Background: an optimization exercise with open tools, aiming at small area and a short achievable clock period. Do not read the settings as production practice.
RTL that was checked went through simulation tests only; none was proved equivalent to the original.

==> job 1336: inputs <==
// alu
module alu(instr,clk,rst,alucon,result,zero,so1,so2);
input [31:0] instr;
input clk;
input rst;
output [3:0] alucon;
output zero;
output reg [31:0] so1;
output reg [31:0] so2;
output [31:0] result;
  reg [2:0] ac;
  assign alucon = {1'b0, ac};
  reg [31:0] s0, s1, s2, s3, s4, s5, s6, s7;
  reg [32*27-1:0] mem;   
  reg        pend;       
  reg [2:0]  pend_rd;    
  reg        pend_ld;    
  reg [4:0]  maddr;      
  reg        mok;        
  reg [26:0] lsel;       
  reg        st;         
  reg [31:0] sdr;        
  reg [31:0] row0;
  reg [31:0] row1;
  reg [31:0] row2;
  reg [31:0] row3;
  wire ps1 = row0[0] ^ row1[0];
  wire pc2 = row0[0] & row1[0];
  wire ps3 = row0[1] ^ row1[1] ^ row2[1];
  wire pc4 = (row0[1] & row1[1]) | (row0[1] & row2[1]) | (row1[1] & row2[1]);
  wire ps5 = row0[2] ^ row1[2] ^ row2[2];
  wire pc6 = (row0[2] & row1[2]) | (row0[2] & row2[2]) | (row1[2] & row2[2]);
  wire ps7 = row0[3] ^ row1[3] ^ row2[3];
  wire pc8 = (row0[3] & row1[3]) | (row0[3] & row2[3]) | (row1[3] & row2[3]);
  wire ps9 = row0[4] ^ row1[4] ^ row2[4];
  wire pc10 = (row0[4] & row1[4]) | (row0[4] & row2[4]) | (row1[4] & row2[4]);
  wire ps11 = row0[5] ^ row1[5] ^ row2[5];
  wire pc12 = (row0[5] & row1[5]) | (row0[5] & row2[5]) | (row1[5] & row2[5]);
  wire ps13 = row0[6] ^ row1[6] ^ row2[6];
  wire pc14 = (row0[6] & row1[6]) | (row0[6] & row2[6]) | (row1[6] & row2[6]);
  wire ps15 = row0[7] ^ row1[7] ^ row2[7];
  wire pc16 = (row0[7] & row1[7]) | (row0[7] & row2[7]) | (row1[7] & row2[7]);
  wire ps17 = row0[8] ^ row1[8] ^ row2[8];
  wire pc18 = (row0[8] & row1[8]) | (row0[8] & row2[8]) | (row1[8] & row2[8]);
  wire ps19 = row0[9] ^ row1[9] ^ row2[9];
  wire pc20 = (row0[9] & row1[9]) | (row0[9] & row2[9]) | (row1[9] & row2[9]);
  wire ps21 = row0[10] ^ row1[10] ^ row2[10];
  wire pc22 = (row0[10] & row1[10]) | (row0[10] & row2[10]) | (row1[10] & row2[10]);
  wire ps23 = row0[11] ^ row1[11] ^ row2[11];
  wire pc24 = (row0[11] & row1[11]) | (row0[11] & row2[11]) | (row1[11] & row2[11]);
  wire ps25 = row0[12] ^ row1[12] ^ row2[12];
  wire pc26 = (row0[12] & row1[12]) | (row0[12] & row2[12]) | (row1[12] & row2[12]);
  ...
clock: 16.0 ns
lec_check: 0
abc_area: 1
cap_margin: 20
core_margin: 2
core_utilization: 55
cts_cluster_diameter: 100
cts_cluster_size: 30
place_density: 0.7
slew_margin: 20
standard.sh (not shown) runs the stock make flow with config.mk's settings and CLKGATE_MAP_FILE= SYNTH_SCRIPT=/design/flow/synth_recipe.tcl, a recipe that flattens the netlist after the stock synthesis.
==> flow/flow/run.sh <==
#!/bin/bash
# Layout flow: the standard ORFS flow (standard synthesis, floorplan,
# placement, CTS, routing) with a larger setup-slack target for the timing
# repair steps, so that the repair keeps improving paths that already meet
# the 16 ns clock. The clock, I/O delays and all constraints are the standard flow's.
set -euo pipefail
MARGIN=9
TNS=10
sed -e "s/\"\${@:-finish}\"/SETUP_SLACK_MARGIN=$MARGIN TNS_END_PERCENT=$TNS \"\${@:-finish}\"/" standard.sh > standard_margin.sh
grep -q "SETUP_SLACK_MARGIN=$MARGIN TNS_END_PERCENT" standard_margin.sh
bash standard_margin.sh > standard.log 2>&1
==> job 315: changes against job 1336 <==
--- a/flow/design.v
+++ b/flow/design.v
@@ -21,10 +21,11 @@
   reg [31:0] sdr;        
   reg [31:0] row0;
   reg [31:0] row1;
   reg [31:0] row2;
   reg [31:0] row3;
+  reg cin;
   wire ps1 = row0[0] ^ row1[0];
   wire pc2 = row0[0] & row1[0];
   wire ps3 = row0[1] ^ row1[1] ^ row2[1];
   wire pc4 = (row0[1] & row1[1]) | (row0[1] & row2[1]) | (row1[1] & row2[1]);
   wire ps5 = row0[2] ^ row1[2] ^ row2[2];
@@ -151,17 +152,13 @@
   wire pc126 = (row3[30] & ps61) | (row3[30] & pc60) | (ps61 & pc60);
   wire ps127 = row3[31] ^ ps63 ^ pc62;
   wire pc128 = (row3[31] & ps63) | (row3[31] & pc62) | (ps63 & pc62);
   wire [31:0] fa_ = {ps127, ps125, ps123, ps121, ps119, ps117, ps115, ps113, ps111, ps109, ps107, ps105, ps103, ps101, ps99, ps97, ps95, ps93, ps91, ps89, ps87, ps85, ps83, ps81, ps79, ps77, ps75, ps73, ps71, ps69, ps67, ps1};
   wire [31:0] fb_ = {pc126, pc124, pc122, pc120, pc118, pc116, pc114, pc112, pc110, pc108, pc106, pc104, pc102, pc100, pc98, pc96, pc94, pc92, pc90, pc88, pc86, pc84, pc82, pc80, pc78, pc76, pc74, pc72, pc70, pc68, pc66, ps65};
-  wire mul = ac[2];
-  wire sub = ~ac[2] & ac[1] & ac[0];
   wire arith = ac[2] | ac[1];
-  wire [31:0] aa = mul ? fa_ : so1;
-  wire [31:0] ab = mul ? fb_ : so2 ^ {32{sub}};
-  wire [31:0] sum = aa + ab + {31'b0, sub};
-  wire zsum = ~|(aa ^ ab ^ {aa[30:0] | ab[30:0], sub});
+  wire [31:0] sum = fa_ + fb_ + {31'b0, cin};
+  wire zsum = ~|(fa_ ^ fb_ ^ {fa_[30:0] | fb_[30:0], cin});
   wire [31:0] andv = so1 & so2;
   wire [31:0] orv = so1 | so2;
   assign result = arith ? sum : ac[0] ? orv : andv;
   assign zero = arith ? zsum : ac[0] ? ~|orv : ~|andv;
   reg [31:0] mrd;
@@ -671,10 +668,12 @@
   wire x488 = x486 ^ x487;
   wire [31:0] mrow0 = {x479, ms461, ms457, ms453, ms449, ms445, ms441, ms437, ms433, ms429, ms425, ms421, ms417, ms413, ms409, ms405, ms401, ms397, ms393, ms389, ms385, ms381, ms377, bn4, pp2[3], pp2[2], pp0[5], pp0[4], pp0[3], pp0[2], pp0[1], pp0[0]};
   wire [31:0] mrow1 = {x482, ms463, ms459, ms455, ms451, ms447, ms443, ms439, ms435, ms431, ms427, ms423, ms419, ms415, ms411, ms407, ms403, ms399, ms395, ms391, ms387, ms383, ms379, ms373, pp3[1], pp3[0], pp1[3], pp1[2], pp1[1], pp1[0], 1'b0, bn0};
   wire [31:0] mrow2 = {x485, mc458, mc454, mc450, mc446, mc442, mc438, mc434, mc430, mc426, mc422, mc418, mc414, mc410, mc406, mc402, mc398, mc394, mc390, mc386, mc382, mc378, mc374, ms375, ms371, bn3, pp2[1], pp2[0], 1'b0, bn1, 1'b0, 1'b0};
   wire [31:0] mrow3 = {x488, mc460, mc456, mc452, mc448, mc444, mc440, mc436, mc432, mc428, mc424, mc420, mc416, mc412, mc408, mc404, mc400, mc396, mc392, mc388, mc384, mc380, mc376, mc372, mc370, ms369, 1'b0, bn2, 1'b0, 1'b0, 1'b0, 1'b0};
+  wire mul_n = ac_n == 3'd4;
+  wire sub_n = ac_n == 3'd3;
   always @(posedge clk) begin
     if (rst) begin
       ac <= 3'd0; so1 <= 32'b0; so2 <= 32'b0;
       pend <= 1'b0; st <= 1'b0;
     end else begin
@@ -686,14 +685,15 @@
     pend_ld <= isLW;
     maddr <= ea_lo[4:0];
     mok <= ea_ok;
     lsel <= lsel_n;
     sdr <= r2;
-    row0 <= mrow0;
-    row1 <= mrow1;
-    row2 <= mrow2;
-    row3 <= mrow3;
+    row0 <= mul_n ? mrow0 : x;
+    row1 <= mul_n ? mrow1 : (sub_n ? ~y : y);
+    row2 <= mul_n ? mrow2 : 32'b0;
+    row3 <= mul_n ? mrow3 : 32'b0;
+    cin <= sub_n & ~mul_n;
   end
   wire [31:0] pv0 = pv & {32{~rst}};
   wire [7:0] swe;
   genvar w;
   generate
CTS_CLUSTER_DIAMETER = 80   (was 100)
CTS_CLUSTER_SIZE = 20   (was 30)
==> summary.txt <==
Global route
  – All-Layer GR Usage: ~45%

Cells and area
  – Area of the multi-input gates: 0.0292 sq mm

Setup path
  – Critical Path AT: between 7000 and 8000 ps
  – CP max stage cell: fa_1

Drt
  – TritonRoute pass-1 iters: 7
  – Vias: between 50000 and 60000

Floorplan
  – Die X: 356 um
  – Die area: between 0.1 and 0.15 sq mm

Yosys
  – Netlist cell types: 71

Outcome
  – Outcome: timing/DRC/antenna clean
-- figures above: job 1336

==> summary.txt <==
Floorplan
  – Die area: around 0.13 sq mm
  – Die X: approximately 360 um

Setup path
  – Critical Path AT: between 8000 and 9000 ps
  – CP max stage cell: a221oi_1

Cells and area
  – Area of the multi-input gates: 0.0286 sq mm

Drt
  – Vias: approximately 57000

Outcome
  – Outcome: timing/DRC/antenna clean

Yosys
  – Netlist cell types: 70
-- figures above: job 315

No functional check of the RTL was part of job 1336.

## separate check: timing with driven ports
How much do the figures lean on ideal ports? The routed layouts below were timed once more, with nothing changed but the port constraints. Step 1 sets driving cells, clkbuf_16 on the clock port and buf_2 on the other inputs (assumed; they add their load-dependent delay and slew). Step 2 also shifts input and output timing later by t, the mid clock arrival at the registers, as if the neighbouring blocks saw the same clock. Slacks: no drivers / after step 1 / after step 2; pairs: no drivers / after step 1.
| run | t (ns) | setup WS [ns] | worst register clock-pin slew, ns | cell pins on the clock port's net |
|---|---|---|---|---|
| job 1336 | 0.807 | 8.678 / 8.616 / 7.908 | 0.12 / 0.12 | 1 |
| job 315 | 0.806 | 8.545 / 8.565 / 7.759 | 0.09 / 0.09 | 1 |
After both steps setup and hold are still met in every run listed. The setup slack of job 315, which loses most, moves by +0.020 ns with the drivers and by -0.786 ns with both steps.
